Source: an optimization exercise on an open RTL-to-GDS flow (aim: small area, a short achievable clock period and few clock cycles per item). Production flows keep margins and buffers that such runs may drop. Function was checked by simulation only, so behaviour that the tests miss may differ from the original.

==> run a: inputs <==
==> flow/design.v <==
`timescale 1ns / 1ps
module ascon_fsm #(
    parameter int G_ROUNDS = 2
) (
    input  logic       clock,
    input  logic       reset_n,
    input  logic       i_sys_enable,
    input  logic       i_start,
    input  logic       i_data_valid,
    output logic       o_running,        
    output logic [3:0] o_round,          
    output logic [2:0] o_block,          
    output logic       o_want,           
    output logic       o_have,           
    output logic       o_valid_cipher,
    output logic       o_done
);
    logic last;
    logic final_perm;
    assign last       = (o_round == 4'(12 - G_ROUNDS));
    assign final_perm = (o_block == 3'd5);
    always_ff @(posedge clock or negedge reset_n) begin
        if (!reset_n) begin
            o_running      <= 1'b0;
            o_round        <= 4'd0;
            o_block        <= 3'd0;
            o_want         <= 1'b0;
            o_have         <= 1'b0;
            o_valid_cipher <= 1'b0;
            o_done         <= 1'b0;
        end
        else if (!i_sys_enable) begin
            o_running      <= 1'b0;
            o_want         <= 1'b0;
            o_have         <= 1'b0;
            o_valid_cipher <= 1'b0;
            o_done         <= 1'b0;
        end
        else begin
            o_valid_cipher <= 1'b0;
            o_done         <= 1'b0;
            if (!o_running) begin
                if (i_start) begin
                    o_running <= 1'b1;
                    o_round   <= 4'd0;
                    o_block   <= 3'd0;
                    o_want    <= 1'b1;
                    o_have    <= 1'b0;
                end
            end
            else begin
                if (o_want && i_data_valid) begin
                    o_want <= 1'b0;
                    o_have <= 1'b1;
                end
                if (!last) begin
                    o_round <= o_round + 4'(G_ROUNDS);
                end
                else if (final_perm) begin
                    o_running <= 1'b0;
                    o_done    <= 1'b1;
                end
                else if (o_have) begin
                    o_round        <= (o_block == 3'd4) ? 4'd0 : 4'd6;
                    o_block        <= o_block + 3'd1;
                    o_have         <= 1'b0;
                    o_want         <= (o_block != 3'd4);
                    o_valid_cipher <= (o_block != 3'd0);
                end
            end
        end
    end
endmodule
`timescale 1ns / 1ps
module addition_layer
(
    input  logic [  3:0] i_round,
    input  logic [319:0] i_state,
    output logic [319:0] o_state
);
    assign o_state[319:136] = i_state[319:136];
    assign o_state[135:128] = i_state[135:128] ^ {~i_round, i_round};
    assign o_state[127:0]   = i_state[127:0];
endmodule
`timescale 1ns / 1ps
module sbox
(
    input  logic [4:0] i_data,
    output logic [4:0] o_data
);
    logic a0, a1, a2, a3, a4;
    logic b0, b1, b2, b3, b4;
    assign a0 = i_data[4] ^ i_data[0];
    assign a1 = i_data[3];
    assign a2 = i_data[2] ^ i_data[3];
    assign a3 = i_data[1];
    assign a4 = i_data[0] ^ i_data[1];
    assign b0 = a0 ^ (~a1 & a2);
    assign b1 = a1 ^ (~a2 & a3);
    assign b2 = a2 ^ (~a3 & a4);
    assign b3 = a3 ^ (~a4 & a0);
    assign b4 = a4 ^ (~a0 & a1);
    assign o_data[4] = b0 ^ b4;
    assign o_data[3] = b1 ^ b0;
    assign o_data[2] = ~b2;
    assign o_data[1] = b3 ^ b2;
    assign o_data[0] = b4;
endmodule
`timescale 1ns / 1ps
module substitution_layer
(
    input  logic [319:0] i_state,
    output logic [319:0] o_state
);
    for (genvar i = 0; i < 64; i++) begin : g_sbox
        sbox sbox_i (
            .i_data({i_state[256+i], i_state[192+i], i_state[128+i], i_state[64+i], i_state[i]}),
            .o_data({o_state[256+i], o_state[192+i], o_state[128+i], o_state[64+i], o_state[i]})
        );
    end
endmodule
`timescale 1ns / 1ps
module diffusion_layer
(
    input  logic [319:0] i_state,
    output logic [319:0] o_state
);
    logic [63:0] x0, x1, x2, x3, x4;
    assign {x0, x1, x2, x3, x4} = i_state;
    assign o_state[319:256] = x0 ^ {x0[18:0], x0[63:19]} ^ {x0[27:0], x0[63:28]};
    assign o_state[255:192] = x1 ^ {x1[60:0], x1[63:61]} ^ {x1[38:0], x1[63:39]};
    assign o_state[191:128] = x2 ^ {x2[0], x2[63:1]} ^ {x2[5:0], x2[63:6]};
    assign o_state[127:64]  = x3 ^ {x3[9:0], x3[63:10]} ^ {x3[16:0], x3[63:17]};
    assign o_state[63:0]    = x4 ^ {x4[6:0], x4[63:7]} ^ {x4[40:0], x4[63:41]};
endmodule
`timescale 1ns / 1ps
module permutation #(
    parameter int G_ROUNDS = 2
) (
    input  logic [319:0] i_state,
    input  logic [  3:0] i_round,
    output logic [319:0] o_state
);
    logic [320*(G_ROUNDS+1)-1:0] s;
    assign s[319:0] = i_state;
    for (genvar i = 0; i < G_ROUNDS; i++) begin : g_round
        logic [  3:0] r;
        logic [319:0] added;
        logic [319:0] substituted;
        assign r = i_round + 4'(i);
        addition_layer addition_layer_i (
            .i_round(r),
            .i_state(s[320*i+:320]),
            .o_state(added)
        );
        substitution_layer substitution_layer_i (
            .i_state(added),
            .o_state(substituted)
        );
        diffusion_layer diffusion_layer_i (
            .i_state(substituted),
            .o_state(s[320*(i+1)+:320])
        );
    end
    assign o_state = s[320*G_ROUNDS+:320];
endmodule
`timescale 1ns / 1ps
module ascon
(
    input  logic         clock,
    input  logic         reset_n,
    input  logic         i_sys_enable,
    input  logic         i_start,
    input  logic         i_data_valid,
    input  logic [ 63:0] i_data,
    input  logic [127:0] i_key,
    input  logic [127:0] i_nonce,
    output logic [ 63:0] o_cipher,
    output logic [127:0] o_tag,
    output logic         o_valid_cipher,
    output logic         o_done,
    output logic         o_ready
);
    localparam int K = 2;   
    logic [319:0] state;
    logic [319:0] round_out;
    logic [319:0] mask;
    logic         running;
    logic [  3:0] round;
    logic [  2:0] block;
    logic         want;
    logic         have;
    logic         valid_q;
    logic         done_q;
    logic         last;
    logic         final_perm;
    logic         stall;
    logic         xor_data;
    logic         xor_key_hi;
    logic         xor_key_lo;
    logic         xor_lsb;
    assign last       = (round == 4'(12 - K));
    assign final_perm = (block == 3'd5);
    assign stall      = last && !final_perm && !have;
    assign xor_data   = last && !final_perm;
    assign xor_key_hi = last && (block == 3'd4);
    assign xor_key_lo = last && ((block == 3'd0) || final_perm);
    assign xor_lsb    = last && (block == 3'd1);
    permutation #(.G_ROUNDS(K)) permutation_inst (
        .i_state(state),
        .i_round(round),
        .o_state(round_out)
    );
    assign mask = {
        xor_data ? i_data : 64'd0,
        xor_key_hi ? i_key : 128'd0,
        xor_key_lo ? i_key : 128'd0
    } ^ {319'd0, xor_lsb};
    always_ff @(posedge clock) begin
        if (!running) begin
            state <= {i_data, i_key, i_nonce};
        end
        else if (!stall) begin
            state <= round_out ^ mask;
        end
    end
    ascon_fsm #(.G_ROUNDS(K)) ascon_fsm_inst (
        .clock         (clock),
        .reset_n       (reset_n),
        .i_sys_enable  (i_sys_enable),
        .i_start       (i_start),
        .i_data_valid  (i_data_valid),
        .o_running     (running),
        .o_round       (round),
        .o_block       (block),
        .o_want        (want),
        .o_have        (have),
        .o_valid_cipher(valid_q),
        .o_done        (done_q)
    );
    assign o_cipher       = state[319:256];
    assign o_tag          = state[127:0];
    assign o_valid_cipher = valid_q;
    assign o_done         = done_q;
    assign o_ready        = want;
endmodule
==> flow/run.sh <==
#!/bin/bash
# synth_recipe.tcl (not shown) runs the flow's synth.tcl, then flattens the netlist and writes it again
# the make line also repeats each setting of config.mk as NAME=value (left out here)
make -C /OpenROAD-flow-scripts/flow DESIGN_CONFIG=/design/flow/config.mk WORK_HOME=/design/flow/orfs CLKGATE_MAP_FILE= SYNTH_SCRIPT=/design/flow/synth_recipe.tcl finish
==> flow/config.mk <==
export PLATFORM = sky130hd
export DESIGN_NAME = ascon
export DESIGN_NICKNAME = ascon
export VERILOG_FILES = /design/flow/design.v
export SDC_FILE = /design/flow/constraint.sdc
export NUM_CORES = 4
export LEC_CHECK = 0
export CAP_MARGIN = 20
export CORE_MARGIN = 2
export CORE_UTILIZATION = 40
export SLEW_MARGIN = 20
==> flow/constraint.sdc <==
create_clock -name core_clock -period 10.0 [get_ports {clock}]
set_input_delay 2.0000 -clock core_clock [delete_from_list [all_inputs] [get_ports {clock}]]
set_output_delay 2.0000 -clock core_clock [all_outputs]
set_load 0.01 [all_outputs]
==> run b (differences from run a) <==
--- a/flow/design.v
+++ b/flow/design.v
@@ -181,7 +181,7 @@
     output logic         o_done,
     output logic         o_ready
 );
-    localparam int K = 2;   
+    localparam int K = 1;   
     logic [319:0] state;
     logic [319:0] round_out;
     logic [319:0] mask;
==> impl_table.tex <==
\begin{tabular}{lr}
\hline
Metric & Value \\
\hline
\multicolumn{2}{l}{\textbf{Status}} \\
Status & no timing/DRC/antenna violations \\
\multicolumn{2}{l}{\textbf{Synthesis}} \\
Number of register bits inferred by synthesis & roughly 330 \\
Simple-gate share of the synthesized area & 7.76\% \\
Top post-synthesis cells by area & sky130\_fd\_sc\_hd\_\_xnor2\_1 (24\%), sky130\_fd\_sc\_hd\_\_edfxtp\_1 (19\%), sky130\_fd\_sc\_hd\_\_xor2\_1 (10\%), sky130\_fd\_sc\_hd\_\_xnor3\_1 (7.4\%), sky130\_fd\_sc\_hd\_\_ha\_1 (6.5\%) \\
Share of the synthesized area in the top cell type & roughly a quarter \\
\multicolumn{2}{l}{\textbf{Layout}} \\
Footprint of the multi-input gates & 0.0381 mm2 \\
Non-clk bufs & a little over 700 \\
Number of multi-input combinational cells & around 4,200 \\
Final instance area & roughly 0.059 mm2 \\
\multicolumn{2}{l}{\textbf{Worst setup path}} \\
Data arrival at the endpoint of the critical path & 6620 ps \\
\multicolumn{2}{l}{\textbf{Floorplan}} \\
Horizontal extent of the die & roughly 360 um \\
\multicolumn{2}{l}{\textbf{Route}} \\
First DRT Iteration DRCs & 5,853 \\
Post-detailed-route via-to-cell ratio & 5.67 \\
\multicolumn{2}{l}{\textbf{Timing}} \\
Max Fclk & about 160 MHz \\
\hline
\end{tabular}
the above is filed under run a

==> impl_table.tex <==
\begin{tabular}{lr}
\hline
Metric & Value \\
\hline
\multicolumn{2}{l}{\textbf{Status}} \\
Status & no timing/DRC/antenna violations \\
\multicolumn{2}{l}{\textbf{Route}} \\
Post-detailed-route via-to-cell ratio & between 5 and 6 \\
First DRT Iteration DRCs & approximately 3,200 \\
\multicolumn{2}{l}{\textbf{Synthesis}} \\
Top post-synthesis cells by area & sky130\_fd\_sc\_hd\_\_edfxtp\_1 (28\%), sky130\_fd\_sc\_hd\_\_xnor2\_1 (17\%), sky130\_fd\_sc\_hd\_\_xnor3\_1 (8.0\%), sky130\_fd\_sc\_hd\_\_xor2\_1 (6.3\%), sky130\_fd\_sc\_hd\_\_nand2\_1 (5.0\%) \\
Share of the synthesized area in the top cell type & $\sim$28\% \\
\multicolumn{2}{l}{\textbf{Layout}} \\
Footprint of the multi-input gates & $\sim$0.022 mm2 \\
Final instance area & roughly 0.042 mm2 \\
\multicolumn{2}{l}{\textbf{Worst setup path}} \\
Data arrival at the endpoint of the critical path & roughly 4600 ps \\
\hline
\end{tabular}
the above is filed under run b

Testbench counts of run a, summed over its fixed seeds: cycles 4,808, messages 192.
Testbench counts of run b, summed over its fixed seeds: cycles 9,416, messages 192.

[re-timing with driven ports]
No port has a modelled driver above. Below, the same layouts with a new extraction and two added sets of constraints.
Step 1: set_driving_cell puts a clkbuf_16 on clock and a buf_2 on each other input, an assumption about the parent block.
Step 2 adds t to the input delays and takes it off the output delays; t is the mean of the earliest and latest rising clock arrival at the registers after step 1. Input paths then give back, and output paths get back, about the clock's delay inside the block.
Three values: ideal ports, drivers, drivers and shift; two values: the first two.
| run | t, ns | setup slack, ns | worst setup path after step 2 | worst register clock-pin slew, ns | cell pins on the clock port's net |
|---|---|---|---|---|---|
| run a | 0.736 | 3.740 / 3.740 / 3.740 | register to register | 0.07 / 0.07 | 1 |
| run b | 0.675 | 5.795 / 5.795 / 5.795 | register to register | 0.07 / 0.07 | 1 |
After both steps every run listed still meets setup and hold.
